Source: an optimization exercise on an open RTL-to-GDS flow (aim: small area). Production flows keep margins and buffers that such runs may drop.
Function was checked by simulation only, so behaviour that the tests miss may differ from the original.
Power is estimated from default activity; no workload was simulated.

File: design/flow/design.v
module mem_access_top(
    input wire clk,
    input wire rst,
    input wire uart_rx,
    output wire uart_tx,
    output reg  led_captured,
    output reg  led_reset,
    output reg uart_idle,
    output reg uart_start,
    output reg uart_data
);
    localparam int L = 265;
    logic [9:0] cnt;
    wire tick = (cnt == 10'd867);
    wire half = (cnt == 10'd433);
    always_ff @(posedge clk or posedge rst)
        if (rst) cnt <= '0;
        else     cnt <= tick ? 10'd0 : cnt + 10'd1;
    logic [8:0] p;
    logic [8*L-1:0] ring;
    wire  [7:0] tap = ring[8*L-1 -: 8];
    logic [7:0] we, wd;
    wire  [7:0] rin = (we & wd) | (~we & tap);
    always_ff @(posedge clk) begin
        ring <= {ring[8*L-9:0], rin};
        p    <= (p == L-1) ? 9'd0 : p + 9'd1;
    end
    localparam logic [3:0] S_IDLE = 4'd0, S_START = 4'd1, S_STOP = 4'd2,
                           S_DONE = 4'd3, S_RDY = 4'd4, S_D8 = 4'd5;
    logic [3:0] st;
    logic [7:0] sample;
    logic ri, rs, rd;
    always_ff @(posedge clk or posedge rst)
        if (rst) st <= S_IDLE;
        else if (tick) begin
            if (st[3])             st <= (st == 4'd15) ? S_D8 : st + 4'd1;
            else if (st == S_D8)   st <= S_STOP;
            else if (st == S_IDLE) st <= uart_rx ? S_IDLE : S_START;
            else                   st <= S_IDLE;
        end else if (half) begin
            if (st == S_START) st <= 4'd8;
        end else if (st == S_STOP) st <= uart_rx ? S_DONE : S_IDLE;
        else if (st == S_DONE) st <= S_RDY;
        else if (st == S_RDY)  st <= S_IDLE;
    always_ff @(posedge clk or posedge rst)
        if (rst) begin
            ri <= 1'b0; rs <= 1'b0; rd <= 1'b0;
            uart_idle <= 1'b0; uart_start <= 1'b0; uart_data <= 1'b0;
            led_captured <= 1'b0; led_reset <= 1'b1;
        end else begin
            if (tick && st == S_IDLE) ri <= 1'b1;
            if (half && st == S_START) rs <= 1'b1;
            if (tick && (st[3] || st == S_D8)) rd <= 1'b1;
            if (ri) uart_idle <= 1'b1;
            if (rs) uart_start <= 1'b1;
            if (rd) uart_data <= 1'b1;
            if (st == S_RDY) led_captured <= 1'b1;
            led_reset <= 1'b0;
        end
    logic [1:0] bc;           
    logic [1:0] typ;
    logic [7:0] addr;
    logic pend, mpend;        
    logic [2:0] head, tail;   
    wire [8:0] wslot = (bc == 2'd0) ? 9'd264 : {5'b10000, 1'b0, bc == 2'd2, tail[1:0]};
    wire do_mem  = mpend & (p == {1'b0, addr});
    wire do_slot = pend & ~mpend & (p == wslot);
    wire mem_wr  = do_mem & (typ == 2'd1);
    wire mem_rd  = do_mem & (typ != 2'd1);
    wire commit  = (bc == 2'd2) & (typ != 2'd3);
    always_comb
        for (int i = 0; i < 8; i++) begin
            we[i] = mem_wr | (do_slot & ((bc != 2'd0) | (tail[1:0] == i / 2)));
            wd[i] = (bc == 2'd0) ? sample[i % 2] : sample[i];
        end
    always_ff @(posedge clk)
        if (mem_rd) sample <= tap;
        else if (tick && st[3]) sample <= {uart_rx, sample[7:1]};
    always_ff @(posedge clk) begin
        if (do_slot && bc == 2'd0) typ <= sample[1:0];
        if (do_slot && bc == 2'd1) addr <= sample;
    end
    always_ff @(posedge clk or posedge rst)
        if (rst) begin
            bc <= 2'd0; pend <= 1'b0; mpend <= 1'b0; tail <= 3'd0;
        end else begin
            if (st == S_RDY) begin
                pend <= 1'b1;
                if (commit) mpend <= 1'b1;
            end
            if (do_mem) mpend <= 1'b0;
            if (do_slot) begin
                pend <= 1'b0;
                bc <= (bc == 2'd2) ? 2'd0 : bc + 2'd1;
                if (commit) tail <= tail + 3'd1;
            end
        end
    logic active;
    logic [1:0] y;            
    logic [3:0] k;            
    logic fb;                 
    logic txo;
    assign uart_tx = txo;
    wire [8:0] rslot = (y == 2'd0) ? 9'd264 : {5'b10000, 1'b0, y == 2'd2, head[1:0]};
    wire [2:0] bi = k[2:0] - 3'd1;
    wire [2:0] sel = (y == 2'd0) ? {head[1:0], bi[0]} : bi;
    always_ff @(posedge clk)
        if (p == rslot) fb <= (y == 2'd0 && bi[2:1] != 2'd0) ? 1'b0 : tap[sel];
    always_ff @(posedge clk or posedge rst)
        if (rst) begin
            active <= 1'b0; y <= 2'd0; k <= 4'd0; txo <= 1'b1; head <= 3'd0;
        end else if (tick) begin
            if (active) begin
                if (y == 2'd3) begin
                    txo <= 1'b1;
                    active <= 1'b0;
                    head <= head + 3'd1;
                end else begin
                    txo <= (k == 4'd0) ? 1'b0 : (k == 4'd9) ? 1'b1 : fb;
                    if (k == 4'd9) begin
                        k <= 4'd0;
                        y <= y + 2'd1;
                    end else k <= k + 4'd1;
                end
            end else if (head != tail) begin
                txo <= 1'b0;
                active <= 1'b1;
                y <= 2'd0;
                k <= 4'd1;
            end
        end
endmodule
File: design/flow/run.sh
#!/bin/bash
# synth_recipe.tcl (not shown) runs the flow's synth.tcl, then flattens the netlist and writes it again
# the make line also repeats each setting of config.mk as NAME=value (left out here)
make -C /OpenROAD-flow-scripts/flow DESIGN_CONFIG=/design/flow/config.mk WORK_HOME=/design/flow/orfs CLKGATE_MAP_FILE= SYNTH_SCRIPT=/design/flow/synth_recipe.tcl finish
File: design/flow/config.mk
export PLATFORM = sky130hd
export DESIGN_NAME = mem_access_top
export DESIGN_NICKNAME = mem_access_top
export VERILOG_FILES = /design/flow/design.v
export SDC_FILE = /design/flow/constraint.sdc
export NUM_CORES = 4
export LEC_CHECK = 0
export CAP_MARGIN = 20
export CORE_MARGIN = 2
export CORE_UTILIZATION = 40
export SLEW_MARGIN = 20
File: design/flow/constraint.sdc
create_clock -name core_clock -period 10.0 [get_ports {clk}]
set_input_delay 2.0000 -clock core_clock [delete_from_list [all_inputs] [get_ports {clk}]]
set_output_delay 2.0000 -clock core_clock [all_outputs]
set_load 0.01 [all_outputs]
==> impl_metrics.json <==
{
  "ys_seq_area_share_pct": 95.7,
  "drcViolationCount": 0,
  "ys_types": 59,
  "hold_viol": 0,
  "fp.dieW_um": 344,
  "ctsHoldBuffers": 0,
  "core_um2": 114000,
  "stdcell_count": 4336,
  "syn_area_per_cell_um2": 18.6,
  "antennaDiodeCount": 0,
  "initial_core_util_pct": 40.4,
  "synth_flop_cell": "dfxtp_1",
  "grt_usage_pct": 8.88,
  "critical_path_arrival_ns": 1.81,
  "clock-sinks": 2188,
  "status": "no timing/DRC/antenna violations",
  "dieHeight_um": 344,
  "placementRows": 124,
  "vdd_ir_drop_max_v": 0.000163,
  "syn_area_um2": 46200,
  "cpMaxStageDelayCell": "dfstp_2",
  "cts_buffers": 188,
  "ys_top_cells_by_count": "dfxtp_1 (2129), dfrtp_1 (38), nor2_1 (29)",
  "sw_frac_of_total_pct": 18.8,
  "maxSlewHeadroom_pct": 30.3,
  "via_per_inst": 3.78,
  "fmax_ghz": 0.263,
  "cp-start-kind": "flop",
  "postCtsSetupBuffers": 0,
  "fin_crit_sh_pct": 38.1,
  "synth_top_family_by_area": "simple AND/OR/NAND/NOR gates",
  "synth_compound_area_share_pct": 0.951,
  "critPathTopFamily": "flip-flops",
  "h-tree-depth": 4,
  "hpwl_mm": 23.7,
  "r2r_slack_ns": 7.32,
  "p_int_mw": 12.8,
  "cts_tree": "done",
  "crit_fanout": 2,
  "yosysMostFrequentCell": "dfxtp_1",
  "clkLatencyLatePin_ns": 0.74,
  "min_path_type": "reg -> reg",
  "synth-edff-count": 19,
  "seqPwrFrac_pct": 55.2,
  "pwr-share-comb_pct": 0,
  "clock_skew_ns": 0.0250,
  "cts-resized-gates": 0,
  "synthSimpleGateAreaFrac_pct": 1.38,
  "total_power_mw": 15.8,
  "wirelength_mm": 50.4,
  "p_sw_mw": 2.97,
  "startpoint": "txo",
  "synth.largest_area_cell": "dfxtp_1",
  "critPathCapture": "uart_tx",
  "layout.nets": 2694,
  "placed_cells": 3993,
  "synth-xor-area-share_pct": 0.626,
  "drtIter0Drc": 886,
  "final_antenna_net_count": 0,
  "r2r-end": "sample[5]",
  "drive_above_1_share_pct": 11.7,
  "critical_path_class": "reg -> out",
  "maxCapViolations": 0,
  "synth_mux_area_share_pct": 0.463,
  "slew_viol_final": 0,
  "ios": 9,
  "power.density_nw_per_um2": 291,
  "grt_pass1_wl_mm": 87.0,
  "vias": 16400,
  "synth_area_leaders": "dfxtp_1 (92%), dfrtp_1 (2.1%), edfxtp_1 (1.2%)",
  "die-area_um2": 118000,
  "netlist_instances": 2484,
  "setup_viol": 0,
  "grt.overflow.total": 0,
  "syn_nets": 2506,
  "critPathMaxStageDelay_ns": 0.53,
  "routedWlPerCell_um": 11.6,
  "path_cells": "clkdlybuf4s50_1",
  "cp.depth": 1,
  "setup_tns_ns": 0,
  "synth-adder-area-share_pct": 0.515,
  "cts_root_buf": "clkbuf_16",
  "rsz0062_at_grt": "false",
  "async_flop_share_pct": 1.83,
  "r2r_start": "p[2]",
  "clk_pin_slew_worst_paths_ns": 0.06,
  "io_buffers": 8,
  "place.gp.congestion": 0.767,
  "grt_pass1_vias": 17500,
  "cts_buffer_depth": 3,
  "end_kind": "primary output",
  "ys_ff_latch": 2188,
  "p_leak_nw": 21.8,
  "worstMarginPinSlew_ns": 1.04,
  "drt_first_pass_iters": 6,
  "grt_start_max_net_pins": 41,
  "antenna_found_initial": 0,
  "area_delta_synth_final_pct": 17.8,
  "reg2reg_depth": 4,
  "cp_data_required_time_ns": 8.00,
  "cp.buffers_inverters": 1,
  "fin_crit_ns": 3.81,
  "synth_top_area_share_pct": 92.3,
  "pwr-share-clk_pct": 44.8,
  "yosysWarnings": 1
}
==> cell type report <==
| cell class | count | area, µm² |
|---|---|---|
| fillers | 9298 | 60000 |
| inverters | 27 | 101 |
| clock buffers | 277 | 5550 |
| flip-flops and latches | 2188 | 44200 |
| clock inverters | 65 | 711 |
| repair buffers | 10 | 98.8 |
| well taps | 1512 | 1890 |
| multi-input cells | 257 | 1830 |
==> metrics by stage <==
step | setup WS (ns) | util, % | area (µm²) | hold WS [ns]
2_1_floorplan | 7.09 | - | 46200 | 0.310
3_3_place_gp | 6.89 | 42.1 | 48100 | 0.312
3_5_place_dp | 6.92 | 42.1 | 48100 | 0.312
4_1_cts | 6.11 | 47.5 | 54400 | 0.299
5_1_grt | 6.09 | 47.6 | 54400 | 0.304
6_report | 6.19 | 47.6 | 54400 | 0.304
==> routing by layer <==
layer | GRT usage, % | share of wire, % | routed length, µm
met5 | 0 | 0 | 0
met4 | 4.97 | 3.6 | 1820
met2 | 12.0 | 39 | 19700
met3 | 2.86 | 5.6 | 2820
met1 | 12.5 | 52 | 26000
==> worst min path at each step <==
stage,start,to,slack [ns],cells past startpoint
after global placement,ring[2089],ring[2097],0.31,0
after floorplan,ring[992],ring[1000],0.31,0
after global routing,ring[1795],ring[1803],0.30,0
after detailed placement,ring[1103],ring[1111],0.31,0
final,ring[1914],ring[1922],0.30,0
after CTS,ring[1795],ring[1803],0.30,0
==> power by group through the flow <==
stage / combinational [mW] / sequential [mW] / clock, mW
2_1_floorplan: 0.00267 / 8.92 / 0
3_3_place_gp: 0.00549 / 8.92 / 0
3_5_place_dp: 0.00571 / 8.92 / 0
4_1_cts: 0.00576 / 8.73 / 7.30
5_1_grt: 0.00632 / 8.72 / 7.66
6_report: 0.00540 / 8.73 / 7.09
==> flip-flops by register name (all words and copies together), names as in the netlist, 2 cells and up <==
| signal | flops |
|---|---|
| addr | 8 |
| bc | 2 |
| cnt | 10 |
| head | 3 |
| k | 4 |
| p | 9 |
| ring | 2120 |
| sample | 8 |
| st | 4 |
| tail | 3 |
| typ | 2 |
| y | 2 |
==> cells in the final DEF, fill, tap and decap left out, types with 4 or more instances in the layout <==
| cell type | count |
|---|---|
| a21o_1 | 4 |
| a21oi_1 | 16 |
| and3_1 | 6 |
| bufinv_16 | 10 |
| clkbuf_1 | 45 |
| clkbuf_16 | 194 |
| clkbuf_8 | 38 |
| clkdlybuf4s50_1 | 8 |
| clkinv_2 | 35 |
| clkinvlp_4 | 5 |
| dfrtp_1 | 38 |
| dfxtp_1 | 2129 |
| edfxtp_1 | 19 |
| ha_1 | 19 |
| inv_1 | 27 |
| inv_6 | 6 |
| mux2_2 | 6 |
| mux2i_1 | 9 |
| nand2_1 | 26 |
| nand2b_1 | 6 |
| nand3_1 | 9 |
| nand4_1 | 5 |
| nor2_1 | 29 |
| nor3_1 | 9 |
| nor4_1 | 6 |
| o21ai_0 | 19 |
| or2_2 | 6 |
| xnor2_1 | 12 |
| xor2_1 | 21 |
==> cells by family (layout without fill, tap and decap cells) <==
kind of cell,Yosys count,count (layout)
DFF,2188,2188
and+or+nand+nor,119,119
AOI/OAI and AO/OA,67,67
buffers and inverters,39,379
xor gates and xnor gates,33,33
adders and majority gates,19,19
muxes,18,18
other,1,1

==> static timing again, ports no longer ideal <==
The results above use ideal ports. As a check the final layout listed here was re-extracted and re-timed, cells and wires unchanged. Step 1, drivers: a clkbuf_16 drives clk and a buf_2 each remaining input, both assumed. Step 2, shift: input delay + t, output delay - t, t = (earliest + latest rising clock arrival at the registers) / 2. This alone moves slack from input paths to output paths. a / b / c = ideal / step 1 / step 2; a / b = the first two.
t, ns: 0.793
setup WS [ns]: 6.195 / 6.132 / 6.886
pins driven straight from the clock port: 1
After both steps this run still meets setup and hold. For this run, drivers alone change the setup slack by -0.063 ns; drivers and shift together by +0.691 ns.
